Background: an optimization exercise with open tools, aiming at small area, a short achievable clock period and few clock cycles per item. Do not read the settings as production practice. Only simulation tests tie the RTL to the original design; equivalence was not proved. No activity file was given, so power comes from the tool's default toggle rates.

== the reference run ==
// top
module top(
input clk,
input rst,
input  [31:0] b_rdata,
output [31:0] b_wdata,
output [31:0] addr,
output [3:0] we,
output en,
output rstout
    );
wire       ld_a;
wire [3:0] l;
wire       sel01, sel02;
assign rstout = ~rst;
processor po(
        .clk(clk),
        .ld_a(ld_a),
        .l(l),
        .sel01(sel01),
        .sel02(sel02),
        .b_rdata(b_rdata),
        .b_wdata(b_wdata)
    );
controller co(
        .clk(clk),
        .rst(rst),
        .b_rdata(b_rdata),
        .addr(addr),
        .we(we),
        .en(en),
        .ld_a(ld_a),
        .l(l),
        .sel01(sel01),
        .sel02(sel02)
    );
endmodule
For scale: ~100 I/O pins.
export LEC_CHECK = 0
export CAP_MARGIN = 20
export CORE_MARGIN = 2
export CORE_UTILIZATION = 40
export SETUP_SLACK_MARGIN = 3.1
export SLEW_MARGIN = 20
create_clock -name core_clock -period 6.0 [get_ports {clk}]
standard.sh (not shown) runs the stock make flow with config.mk's settings and CLKGATE_MAP_FILE= SYNTH_SCRIPT=/design/flow/synth_recipe.tcl, a recipe that flattens the netlist after the stock synthesis.
==> flow/flow/run.sh <==
#!/bin/bash
set -e
export BUFFER_PORTS_ARGS="-buffer_cell sky130_fd_sc_hd__buf_2"
export CTS_ARGS="-sink_clustering_enable -repair_clock_nets -dont_use_dummy_load -sink_clustering_size 30 -sink_clustering_max_diameter 150 -sink_buffer_max_cap_derate 1.0 -buf_list {sky130_fd_sc_hd__clkbuf_8 sky130_fd_sc_hd__clkbuf_16}"
bash standard.sh > standard.log 2>&1
Testbench counts of the reference run, summed over its fixed seeds: cycles 8,960, items 960.
Modified inputs, the trial run compared to the reference run
==> flow/flow/run.sh <==
#!/bin/bash
set -e
export BUFFER_PORTS_ARGS="-buffer_cell sky130_fd_sc_hd__buf_2"
bash standard.sh > standard.log 2>&1
### Flow results
The trial run -> the reference run: synthesized instance count delta 0, exact match. The trial run against the reference run: worst-case headroom to the max-slew limit higher, worst ir drop on vdd has increased, worst-case setup margin in the final layout went up 0.055 ns, design area went up 2.7%. Per the comparison of the trial run with the reference run, leakage power of the design increased about 3.2%; I/O pin count essentially unchanged; wire length essentially unchanged.

== run a ==
Starting RTL as in the previous note.
==> flow/config.mk <==
export PLATFORM = sky130hd
export DESIGN_NAME = top
export DESIGN_NICKNAME = top
export VERILOG_FILES = /design/flow/design.v
export SDC_FILE = /design/flow/constraint.sdc
export NUM_CORES = 4
export LEC_CHECK = 0
export CAP_MARGIN = 20
export CORE_MARGIN = 2
export CORE_UTILIZATION = 40
export SETUP_SLACK_MARGIN = 2.9
export SLEW_MARGIN = 20
==> flow/constraint.sdc <==
create_clock -name core_clock -period 6.0 [get_ports {clk}]
set_input_delay 1.2000 -clock core_clock [delete_from_list [all_inputs] [get_ports {clk}]]
set_output_delay 1.2000 -clock core_clock [all_outputs]
set_load 0.01 [all_outputs]
==> flow/flow/run.sh <==
#!/bin/bash
set -e
export BUFFER_PORTS_ARGS="-buffer_cell sky130_fd_sc_hd__buf_2"
export CTS_ARGS="-sink_clustering_enable -repair_clock_nets -dont_use_dummy_load -buf_list {sky130_fd_sc_hd__clkbuf_4 sky130_fd_sc_hd__clkbuf_8}"
bash standard.sh > standard.log 2>&1
Testbench counts of run a, summed over its fixed seeds: cycles 8,960, items 960.
Input-level comparison between run b and run a:
Settings: SETUP_SLACK_MARGIN changed from 2.9 to 3.1.
==> flow/flow/run.sh <==
#!/bin/bash
set -e
export BUFFER_PORTS_ARGS="-buffer_cell sky130_fd_sc_hd__buf_2"
export CTS_ARGS="-sink_clustering_enable -repair_clock_nets -dont_use_dummy_load -sink_clustering_size 40 -sink_clustering_max_diameter 80 -buf_list {sky130_fd_sc_hd__clkbuf_4 sky130_fd_sc_hd__clkbuf_8}"
bash standard.sh > standard.log 2>&1
Results
Run b: flow completed, timing, DRC and antenna clean
Of the two values seen for cell type of the slowest stage on the worst timing path, dfrtp_2 was produced by run a and buf_4 by run b.
Number of cells upsized or downsized after cts: higher on run b
[compare] base=run a new=run b: routed wire length on met2 held steady; maximum clock skew at final layout has remained practically unchanged; register share of total power went down 1.0 points.
Taking run a as the reference, in run b total power went up about 2.7%; pre-CTS setup slack held; first-iteration DRC count held; area share of and/or/nand/nor cells after synthesis held.
Comparing run b and run a, routed length on met1 is higher on run b.

separate check: timing with driven ports:
In the flow no input, the clock included, has a driving cell. The finished layouts below were timed again as built, in two steps. Step 1: set_driving_cell puts a clkbuf_16 on clk and a buf_2 on each other input, an assumption about the parent block. Step 2 moves the port delays by t, midway between the first and last clock arrival at a register: inputs arrive t later, outputs are due t later. That takes back most of the time a late clock gives input paths. Three values: ideal, step 1, step 2; two values: the first two.
run	t, ns	setup slack, ns	cell pins on the clock port's net
the reference run	0.552	3.183 / 3.159 / 2.967	1
the trial run	0.452	3.238 / 3.209 / 2.957	1
run a	0.458	3.061 / 3.044 / 2.916	1
run b	0.459	3.187 / 3.163 / 2.933	1
After both steps setup and hold are still met in every run listed. The setup slack of the trial run, which loses most, moves by -0.029 ns with the drivers and by -0.281 ns with both steps.
